From an optimization exercise on the open Yosys and OpenROAD flow, aimed at small area; shortcuts taken in it are not production practice. In this exercise RTL edits were held to simulation tests only and were not proved equivalent to the original.

==> inputs of v25 <==
## btle_rx
module btle_rx #
(
  parameter SAMPLE_PER_SYMBOL = 8,
  parameter GFSK_DEMODULATION_BIT_WIDTH = 16,
  parameter LEN_UNIQUE_BIT_SEQUENCE = 32,
  parameter CHANNEL_NUMBER_BIT_WIDTH = 6,
  parameter CRC_STATE_BIT_WIDTH = 24
) (
  input wire clk,
  input wire rst,
  input wire [(LEN_UNIQUE_BIT_SEQUENCE-1) : 0] unique_bit_sequence,
  input wire [(CHANNEL_NUMBER_BIT_WIDTH-1) : 0] channel_number,
  input wire [(CRC_STATE_BIT_WIDTH-1) : 0] crc_state_init_bit,
  input wire signed [(GFSK_DEMODULATION_BIT_WIDTH-1) : 0] i,
  input wire signed [(GFSK_DEMODULATION_BIT_WIDTH-1) : 0] q,
  input wire iq_valid,
  output wire hit_flag,
  output reg  decode_run,
  output reg  decode_end,
  output reg  crc_ok,
  output reg  [2:0] best_phase,
  output reg  [6:0] payload_length,
  output reg  [7:0] pdu_octet_mem_data,
  input  wire [5:0] pdu_octet_mem_addr
);
localparam [0:0] IDLE                     = 0,
                 WAIT_DECODE_END_LONGEST  = 1;
wire [7:0] hit_flag_internal;
wire [6:0] payload_length_internal [0:7];
wire [7:0] payload_length_valid;
wire [7:0] octet_internal [0:7];
wire [7:0] octet_valid;
wire [7:0] decode_end_internal;
wire [7:0] crc_ok_internal;
reg  [7:0] payload_length_stored;
wire [6:0] payload_length_store [0:7];
reg  [7:0] crc_ok_store;
reg  [7:0] decode_end_store;
wire [7:0] decode_end_and_crc_ok_store;
reg  [7:0] hit_flag_all_phase;
wire hit_flag_any;
reg  hit_flag_any_delay;
wire decode_end_all;
wire decode_end_early;
reg  [0:0] decode_end_state;
wire crst;
assign hit_flag_any = (|hit_flag_all_phase);
assign decode_end_all = (&decode_end_store);
assign decode_end_and_crc_ok_store = (decode_end_store&crc_ok_store);
assign decode_end_early = (|decode_end_and_crc_ok_store);
assign crst = rst|decode_end_early|decode_end_all;
assign hit_flag = (hit_flag_any==1 && hit_flag_any_delay==0);
always @ (posedge clk) begin
  if (rst) begin
    decode_run <= 0;
    hit_flag_any_delay <= 0;
    decode_end <= 0;
    crc_ok <= 0;
    best_phase <= 0;
    payload_length <= 0;
    decode_end_state <= IDLE;
  end else begin
  ...
Settings: LEC_CHECK=0, CAP_MARGIN=20, CORE_MARGIN=2, CORE_UTILIZATION=55, CTS_BUF_LIST=sky130_fd_sc_hd__clkbuf_8, CTS_CLUSTER_DIAMETER=50, CTS_CLUSTER_SIZE=16, PLACE_DENSITY=0.65, SLEW_MARGIN=20; clock period 20.0 ns.
standard.sh (not shown) runs the stock make flow with config.mk's settings and CLKGATE_MAP_FILE= SYNTH_SCRIPT=/design/flow/synth_recipe.tcl, a recipe that flattens the netlist after the stock synthesis.
==> flow/flow/run.sh <==
#!/bin/bash
# Layout flow: the standard ORFS flow (standard.sh), with one change in
# synthesis: ABC maps the logic with an area-oriented script (flow/area.abc)
# instead of ORFS's delay-oriented one. Everything else (Yosys passes, flip-flop
# mapping, floorplan, placement, CTS, routing) is the standard flow.
set -euo pipefail
W=$(pwd)
{
  echo "proc abc {args} {"
  echo "  set i [lsearch -exact \$args -script]"
  echo "  if {\$i >= 0} { lset args [expr {\$i+1}] $W/flow/area.abc }"
  echo "  yosys abc {*}\$args"
  echo "}"
  cat "$W/synth_recipe.tcl"
} > "$W/area_synth.tcl"
bash "$W/standard.sh" SYNTH_SCRIPT="$W/area_synth.tcl" finish > "$W/standard_flow.log" 2>&1
==> flow/flow/area.abc <==
&get -n
&st
&dch
&nf -R 1000
&put
topo
stime -c
==> inputs of v21, as changes to v25 <==
==> flow/flow/run.sh (replaced) <==
#!/bin/bash
set -euo pipefail
W=$(pwd)
{
  echo "proc abc {args} {"
  echo "  set i [lsearch -exact \$args -script]"
  echo "  if {\$i >= 0} { lset args [expr {\$i+1}] $W/flow/area.abc }"
  echo "  yosys abc {*}\$args"
  echo "}"
  cat "$W/synth_recipe.tcl"
} > "$W/area_synth.tcl"
CTS="-sink_clustering_enable -repair_clock_nets -sink_clustering_size 16"
CTS="$CTS -sink_clustering_max_diameter 50 -buf_list sky130_fd_sc_hd__clkbuf_8 -dont_use_dummy_load"
bash "$W/standard.sh" SYNTH_SCRIPT="$W/area_synth.tcl" "CTS_ARGS=$CTS" finish > "$W/standard_flow.log" 2>&1
==> inputs of v2, as changes to v25 <==
--- a/flow/design.v
+++ b/flow/design.v
@@ -192,14 +192,15 @@
 always @ (posedge clk) begin
   if (rst) mcnt <= 0;
   else mcnt <= mcnt + 1;
 end
 wire [5:0] rd_slot = pdu_octet_mem_addr + mcnt;
 wire [5:0] mslot = -mcnt;
 reg [511:0] ring [0:7];
+wire [5:0] addr_phase [0:7];
 generate
   for (g=0; g<8; g=g+1) begin : g_phase
     wire bv  = v5 & (tag5 == g);
     wire bvd = v6 & (tag6 == g);
     assign hit_flag_internal[g] = aa_match & bv;
     always @ (posedge clk) begin
       if (crst | hit_flag_internal[g]) begin
@@ -221,14 +222,15 @@
       .payload_length_valid(payload_length_valid[g]),
       .octet(octet_internal[g]),
       .octet_valid(octet_valid[g]),
       .decode_end(decode_end_internal[g]),
       .crc_ok(crc_ok_internal[g])
     );
     reg [5:0] addr;
+    assign addr_phase[g] = addr;
     reg       pend;
     reg       hr;
     reg [7:0] pdata;
     wire      we = pend & (addr == mslot);
     always @ (posedge clk) begin
       if (rst) begin
         addr <= 0;
@@ -305,16 +307,18 @@
           assign grp[8*gp+gb][gg] = (ring[gp][8*(3*gg)+gb] & sel_wd[3*gg]);
         end
       end
       assign pd[gp][gb] = (|grp[8*gp+gb]) & sel_ph[gp];
     end
   end
 endgenerate
+wire [5:0] addr_best = addr_phase[best_phase];
 always @* begin
   pdu_octet_mem_data = pd[0] | pd[1] | pd[2] | pd[3] | pd[4] | pd[5] | pd[6] | pd[7];
+  if (pdu_octet_mem_addr == addr_best) pdu_octet_mem_data = 8'd0;
 end
 endmodule
 `timescale 1ns / 1ps
 module btle_rx_core (
   input wire clk,
   input wire rst,
   input wire hit_flag,
==> flow/flow/run.sh (replaced) <==
#!/bin/bash
# Layout flow: the standard ORFS flow (standard.sh) with these changes:
# * synthesis: ABC maps the logic with an area-oriented script (flow/area.abc)
#   instead of ORFS's delay-oriented one; the Yosys passes and flip-flop
#   mapping are the standard ones, so the registers are the same;
# * port buffers: every input and output still gets its buffer, of the
#   smallest buffer cell (buf_1; repair_design resizes it where needed).
set -euo pipefail
W=$(pwd)
{
  echo "proc abc {args} {"
  echo "  set i [lsearch -exact \$args -script]"
  echo "  if {\$i >= 0} { lset args [expr {\$i+1}] $W/flow/area.abc }"
  echo "  yosys abc {*}\$args"
  echo "}"
  cat "$W/synth_recipe.tcl"
} > "$W/area_synth.tcl"
CTS="-sink_clustering_enable -repair_clock_nets -sink_clustering_size 16"
CTS="$CTS -sink_clustering_max_diameter 50 -buf_list sky130_fd_sc_hd__clkbuf_8 -dont_use_dummy_load"
bash "$W/standard.sh" SYNTH_SCRIPT="$W/area_synth.tcl" "CTS_ARGS=$CTS" \
  "BUFFER_PORTS_ARGS=-buffer_cell sky130_fd_sc_hd__buf_1" finish > "$W/standard_flow.log" 2>&1
==> results.yml <==
routing:
  wl_per_cell_um: 27.8
  dr.pass1.iters: 13
final_layout:
  fillers: 22500
  final_cell_count_no_fill: 16100
die:
  die_area_um2: 297000
  core_area_um2: 291000
run_status:
  status: "finished clean"
yosys:
  synth_top_area_share_pct: 55.9
placed_design:
  placed_area_um2: 170000
global_route:
  use_met1_pct: 39.8
-- figures above: v21

==> results.yml <==
die:
  core_area_um2: 291000
  die_area_um2: 297000
run_status:
  status: "finished clean"
final_layout:
  final_cell_count_no_fill: 15900
global_route:
  use_met1_pct: 42.6
-- figures above: v2

==> results.yml <==
yosys:
  synth_top_area_share_pct: 55.9
run_status:
  status: "finished clean"
routing:
  dr.pass1.iters: 12
  wl_per_cell_um: 27.4
global_route:
  use_met1_pct: 39.8
placed_design:
  placed_area_um2: 170000
final_layout:
  fillers: 22300
die:
  die_area_um2: 297000
-- figures above: v25

==> static timing again, ports no longer ideal <==
No port has a modelled driver above. Below, the same layouts with a new extraction and two added sets of constraints.
Step 1 sets driving cells, clkbuf_16 on the clock port and buf_2 on the other inputs (assumed; they add their load-dependent delay and slew).
Step 2, shift: input delay + t, output delay - t, t = (earliest + latest rising clock arrival at the registers) / 2. This alone moves slack from input paths to output paths.
Three values: ideal, step 1, step 2; two values: the first two.
run | t (ns) | slack for setup (ns) | hold WS [ns] | slew at the worst register clock pin (ns) | worst slew at a driven data input, ns
v25 | 1.202 | 4.563 / 4.563 / 4.563 | 0.250 / 0.250 / 0.250 | 0.10 / 0.10 | 0.05
v21 | 1.186 | 4.628 / 4.628 / 4.628 | 0.237 / 0.237 / 0.237 | 0.10 / 0.10 | 0.05
v2 | 1.154 | 4.641 / 4.641 / 4.641 | 0.274 / 0.274 / 0.274 | 0.11 / 0.11 | 0.09
After both steps setup and hold are still met in every run listed.
